From an optimization exercise on the open Yosys and OpenROAD flow, aimed at small area, a short achievable clock period and few clock cycles; shortcuts taken in it are not production practice.
At most, simulation tests tie the RTL to the original design; equivalence was not proved.
The flow treats the clock pin as an ideal source, which a real chip does not have.
Power is estimated from default activity; no workload was simulated.

== 08-13 ==
// AxisCrcChecker
module AxisCrcChecker(
  input        clock,
  input        reset,
  output       io_AxisSlv_ready,
  input        io_AxisSlv_valid,
  input        io_AxisSlv_bits_Tlast,
  input  [7:0] io_AxisSlv_bits_Tdata,
  input        io_AxisMst_ready,
  output       io_AxisMst_valid,
  output       io_AxisMst_bits_Tlast,
  output [7:0] io_AxisMst_bits_Tdata
);
clock: 15.0 ns
lec_check: 0
cap_margin: 40
core_margin: 2
core_utilization: 60
cts_buf_list: sky130_fd_sc_hd__clkbuf_16
cts_cluster_diameter: 100
cts_cluster_size: 30
place_density: 0.7
slew_margin: 40
synth_memory_max_bits: 16384
standard.sh (not shown) runs the stock make flow with config.mk's settings and CLKGATE_MAP_FILE= SYNTH_SCRIPT=/design/flow/synth_recipe.tcl, a recipe that flattens the netlist after the stock synthesis.
==> flow/flow/run.sh <==
#!/bin/bash
set -euo pipefail
export BUFFER_PORTS_ARGS="-buffer_cell sky130_fd_sc_hd__buf_4"
export SETUP_SLACK_MARGIN=11
bash standard.sh place > standard_place.log 2>&1
openroad -no_init -exit flow/placeio.tcl > placeio.log 2>&1
bash standard.sh cts > standard_cts.log 2>&1
openroad -no_init -exit flow/unroot.tcl > unroot.log 2>&1
bash standard.sh > standard_finish.log 2>&1
Other scripts of this flow, unchanged in this note and not shown: flow/flow/placeio.tcl, flow/flow/unroot.tcl
Testbench counts of 08-13, summed over its fixed seeds: cycles 46,214.
What 04-18 does differently from 08-13 at the input level:
diff --git a/flow/design.v b/flow/design.v
--- a/flow/design.v
+++ b/flow/design.v
@@ -27,43 +27,38 @@
   localparam N  = 1024;           
   localparam LW = 6;              
   localparam LR = 5;              
   localparam KW = N >> LW;        
   localparam KR = N >> LR;        
   localparam [LR-1:0] RC = {LR{1'b1}};  
   localparam QD = 10;             
   localparam QL = 4;
   reg        in_rdy;
   reg  [1:0] b_cnt;
   wire       rdy_i = ~b_cnt[1];
   wire       acc = io_AxisSlv_valid & rdy_i;
+  reg [8:0] bq0, bq1;             
+  reg       b_wp, b_rp;
+  wire      b_ne = (b_cnt != 2'd0);
+  wire [8:0] b_head = b_rp ? bq1 : bq0;
+  wire [7:0] w_d = b_head[7:0];
+  wire       w_l = b_head[8];
+  always @(posedge clock) begin
+    if (acc & ~b_wp) bq0 <= {io_AxisSlv_bits_Tlast, io_AxisSlv_bits_Tdata};
+    if (acc &  b_wp) bq1 <= {io_AxisSlv_bits_Tlast, io_AxisSlv_bits_Tdata};
+  end
   reg  [7:0] crc;
   wire [7:0] crc_n;
-  calc_crc u_calc_crc (.CRC_I(crc), .DATA_I(io_AxisSlv_bits_Tdata), .CRC_O(crc_n));
-  wire       in_g = (crc_n == 8'h00);
-  always @(posedge clock) begin
-    if (reset) crc <= 8'hff;
-    else if (acc) crc <= io_AxisSlv_bits_Tlast ? 8'hff : crc_n;
-  end
-  reg [9:0] bq0, bq1;             
-  reg       b_wp, b_rp;
-  wire      b_ne = (b_cnt != 2'd0);
-  wire [9:0] b_head = b_rp ? bq1 : bq0;
-  wire [7:0] w_d = b_head[7:0];
-  wire       w_l = b_head[8];
-  wire       w_g = b_head[9];
-  always @(posedge clock) begin
-    if (acc & ~b_wp) bq0 <= {in_g, io_AxisSlv_bits_Tlast, io_AxisSlv_bits_Tdata};
-    if (acc &  b_wp) bq1 <= {in_g, io_AxisSlv_bits_Tlast, io_AxisSlv_bits_Tdata};
-  end
+  calc_crc u_calc_crc (.CRC_I(crc), .DATA_I(w_d), .CRC_O(crc_n));
+  wire       w_g = (crc_n == 8'h00);
   reg  [9:0]  wp;
   reg  [9:0]  rp;
   reg         wfull;
   reg         r_al;               
   reg  [9:0]  pk_len;             
   reg         cur_v;              
   reg  [9:0]  rem;                
   reg         lastb;              
   reg [10:0]   qq [0:QD-1];
   reg [QL-1:0] q_wp, q_rp;
   reg [QL:0]   q_cnt;
   wire [10:0]  q_head = qq[q_rp];
@@ -93,49 +88,52 @@
   end
   wire [8*KR-1:0] taps;
   genvar g;
   generate
     for (g = 0; g < KR; g = g + 1) begin : g_tap
       assign taps[8*g +: 8] = ring[8*((g<<LR)+RC) +: 8];
     end
   endgenerate
   wire [7:0] x_d = taps[8*rp[9:LR] +: 8];
   wire       x_l = lastb;
   wire       x_v = rd;
   reg pop_q;
-  wire [1:0] b_cnt_n = b_cnt + acc - wr;
+  wire [1:0] b_cnt_n = {~wr & (b_cnt[1] | (b_cnt[0] & acc)),
+                        (b_cnt[1] & wr) | (b_cnt[0] & (acc ~^ wr)) | (~b_cnt[1] & ~b_cnt[0] & acc)};
   always @(posedge clock) begin
     if (wr & w_l) qq[q_wp] <= {w_g, pk_len};
   end
   wire [1:0] f_next = f_used + rd - pop_q;
   always @(posedge clock) begin
     if (reset) begin
       wp <= 10'd0;
       wfull <= 1'b0;
       rp <= 10'd1023;
       r_al <= 1'b1;
       pk_len <= 10'd0;
       cur_v <= 1'b0;
       rem <= 10'd0;
       lastb <= 1'b0;
       b_wp <= 1'b0; b_rp <= 1'b0; b_cnt <= 2'd0;
+      crc <= 8'hff;
       q_wp <= 0; q_rp <= 0; q_cnt <= 0;
       in_rdy <= 1'b1;
       f_used <= 2'd0;
       credit <= 1'b0;
     end else begin
       if (acc) b_wp <= ~b_wp;
       if (wr)  b_rp <= ~b_rp;
       b_cnt <= b_cnt_n;
-      in_rdy <= ~b_cnt_n[1];
+      in_rdy <= wr | ~(b_cnt[1] | (b_cnt[0] & io_AxisSlv_valid));
+      if (wr) crc <= w_l ? 8'hff : crc_n;
       if (wr) begin
         pk_len <= w_l ? 10'd0 : pk_len + 10'd1;
       end else if (~hold) wp <= wp + 10'd1;
       if (wr & w_l) q_wp <= (q_wp == QD - 1) ? 0 : q_wp + 1'b1;
       q_cnt <= q_cnt + (wr & w_l) - load;
       if (load) q_rp <= (q_rp == QD - 1) ? 0 : q_rp + 1'b1;
       if (next) cur_v <= load & q_head[10];
       if (load) begin
         rem <= q_head[9:0];
         lastb <= (q_head[9:0] == 10'd0);
       end else if (rd) begin
         rem <= rem - 10'd1;
==> run summary <==
- The via count in 04-18 sits 756 below the value recorded for 08-13.
- Comparing 08-13 and 04-18, combinational group share of total power is lower on 04-18.
- Changes observed in 04-18 relative to 08-13: cell area held, total half-perimeter wirelength after legalization and detailed placement went up 4.5%, worst voltage drop across the vdd grid went up about 9%, total chip power went down about 0.7%.
Only the layout flow was run in 04-18; the RTL was not checked for function there.

v3:
AxisCrcChecker, a different RTL version from the one above (not shown whole).
Size in the first run: about 9300 cells after synthesis, ~8400 flip-flops, roughly 0.18 mm^2 of cells after synthesis.
Design AxisCrcChecker, start of the top module:
module AxisCrcChecker(
  input        clock,
  input        reset,
  output       io_AxisSlv_ready,
  input        io_AxisSlv_valid,
  input        io_AxisSlv_bits_Tlast,
  input  [7:0] io_AxisSlv_bits_Tdata,
  input        io_AxisMst_ready,
  output       io_AxisMst_valid,
  output       io_AxisMst_bits_Tlast,
  output [7:0] io_AxisMst_bits_Tdata
);
clock: 15.0 ns
lec_check: 0
cap_margin: 40
core_margin: 2
core_utilization: 60
cts_buf_list: sky130_fd_sc_hd__clkbuf_16
cts_cluster_diameter: 100
cts_cluster_size: 30
place_density: 0.7
slew_margin: 40
synth_memory_max_bits: 16384
Scripts as last shown in full above: flow/flow/run.sh
Other scripts of this flow, unchanged in this note and not shown: flow/flow/placeio.tcl, flow/flow/unroot.tcl
Testbench counts of v3, summed over its fixed seeds: cycles 46,598.
Inputs modified between v3 and v1:
-- flow/design.v --
<<< v3, line 26
);
  localparam N  = 1024;           
  localparam LW = 7;              
  localparam LR = 6;              
  localparam KW = N >> LW;        
>>> v1, line 26
);
  localparam N  = 1024;           
  localparam LW = 6;              
  localparam LR = 6;              
  localparam KW = N >> LW;        
### Flow results
- v1 ended with every stage complete and zero timing, DRC or antenna violations.
- On sequential cell area, v1 tracks v3 almost exactly.
- Number of iterations in the first detailed-routing pass for v1 is higher than for v3.
- Starting utilization of the core area delta (v3 -> v1): insignificant
- v1 against v3: relative area of clock buffers and inverters in the final design barely changed; wire length of the first global-routing pass increased by 11000 um relative to the old numbers.
- From v3 to v1 the numbers moved as follows: final total power rose about 0.7%, routed wire length rose about 4%.
- Measured against each other, v1 and v3 differ in hold slack, the higher figure coming from v3.
- For v1, the top routing layer in use was met5, unlike v3, where it was met4.
- NOTE cell count v3->v1 increased slightly
- For the mean post-synth cell area, v1 came in 0.39 um^2 lower than v3 did.
- Between v1 and v3, fmax is higher for v3, v1 comes in under that.
- The final worst slack of v1 is lower than that of v3.
- Adder-cell share of the synthesized area delta (v3 -> v1): insignificant
- On met2 track demand over resource in global routing: v1 sits above v3.
For v1, only the layout was checked, not whether the RTL still works.

Another version of the RTL of AxisCrcChecker (not shown whole).
Size: roughly 9500 cells after synthesis, about 24 I/O pins, ~180000 sq um of cells after synthesis.
export LEC_CHECK = 0
export CAP_MARGIN = 40
export CORE_MARGIN = 2
export CORE_UTILIZATION = 60
export CTS_BUF_LIST = sky130_fd_sc_hd__clkbuf_16
export CTS_CLUSTER_DIAMETER = 100
export CTS_CLUSTER_SIZE = 30
export PLACE_DENSITY = 0.7
export SLEW_MARGIN = 40
export SYNTH_MEMORY_MAX_BITS = 16384
create_clock -name core_clock -period 15.0 [get_ports {clock}]
Scripts as last shown in full above: flow/flow/run.sh
Other scripts of this flow, unchanged in this note and not shown: flow/flow/placeio.tcl, flow/flow/unroot.tcl
The baseline finished with timing, DRC and antenna clean.
Testbench counts at the start, summed over its fixed seeds: cycles 46,214.
Rerun with:
--- a/flow/design.v
+++ b/flow/design.v
@@ -21,20 +21,20 @@
   input  [7:0] io_AxisSlv_bits_Tdata,
   input        io_AxisMst_ready,
   output       io_AxisMst_valid,
   output       io_AxisMst_bits_Tlast,
   output [7:0] io_AxisMst_bits_Tdata
 );
   localparam N  = 1024;           
-  localparam LW = 6;              
+  localparam LW = 7;              
   localparam LR = 5;              
   localparam KW = N >> LW;        
   localparam KR = N >> LR;        
   localparam [LR-1:0] RC = {LR{1'b1}};  
-  localparam QD = 10;             
+  localparam QD = 9;              
   localparam QL = 4;
   reg        in_rdy;
   reg  [1:0] b_cnt;
   wire       rdy_i = ~b_cnt[1];
   wire       acc = io_AxisSlv_valid & rdy_i;
   reg [8:0] bq0, bq1;             
   reg       b_wp, b_rp;
Design area drops slightly.
Wire length came out lower by a few percent.
Clock skew went down by 0.0099 ns.
Die area falls slightly.
Setup slack is better by 0.0046 ns.
First-iteration DRC count went down slightly.
Combinational power drops by roughly a tenth.
Sequential power barely changes.
Synthesized area falls slightly.
Utilization barely changes.
The RTL of the second run of this note was laid out without a check of its function.

==> port drivers added, routing unchanged <==
No port has a modelled driver above. Below, the same layouts with a new extraction and two added sets of constraints.
Step 1 assumes that a clkbuf_16 drives the clock port and a buf_2 every other input.
Step 2, shift: input delay + t, output delay - t, t = (earliest + latest rising clock arrival at the registers) / 2. This alone moves slack from input paths to output paths.
Slacks: no drivers / after step 1 / after step 2; pairs: no drivers / after step 1.
run	t, ns	slack for setup (ns)	worst data-port slew with drivers (ns)	cell pins on the clock port's net
08-13	0.865	10.864 / 10.675 / 10.285	0.06	4
04-18	0.855	10.838 / 10.627 / 10.508	0.06	4
v3	0.864	10.892 / 10.691 / 10.432	0.04	4
v1	0.875	10.867 / 10.662 / 10.282	0.25	4
the first run of note 3	0.863	10.874 / 10.669 / 10.378	0.14	4
the second run of note 3	0.855	10.878 / 10.685 / 10.424	0.05	4
After both steps setup and hold are still met in every run listed. For v1, which loses most, drivers alone change the setup slack by -0.205 ns; drivers and shift together by -0.585 ns.
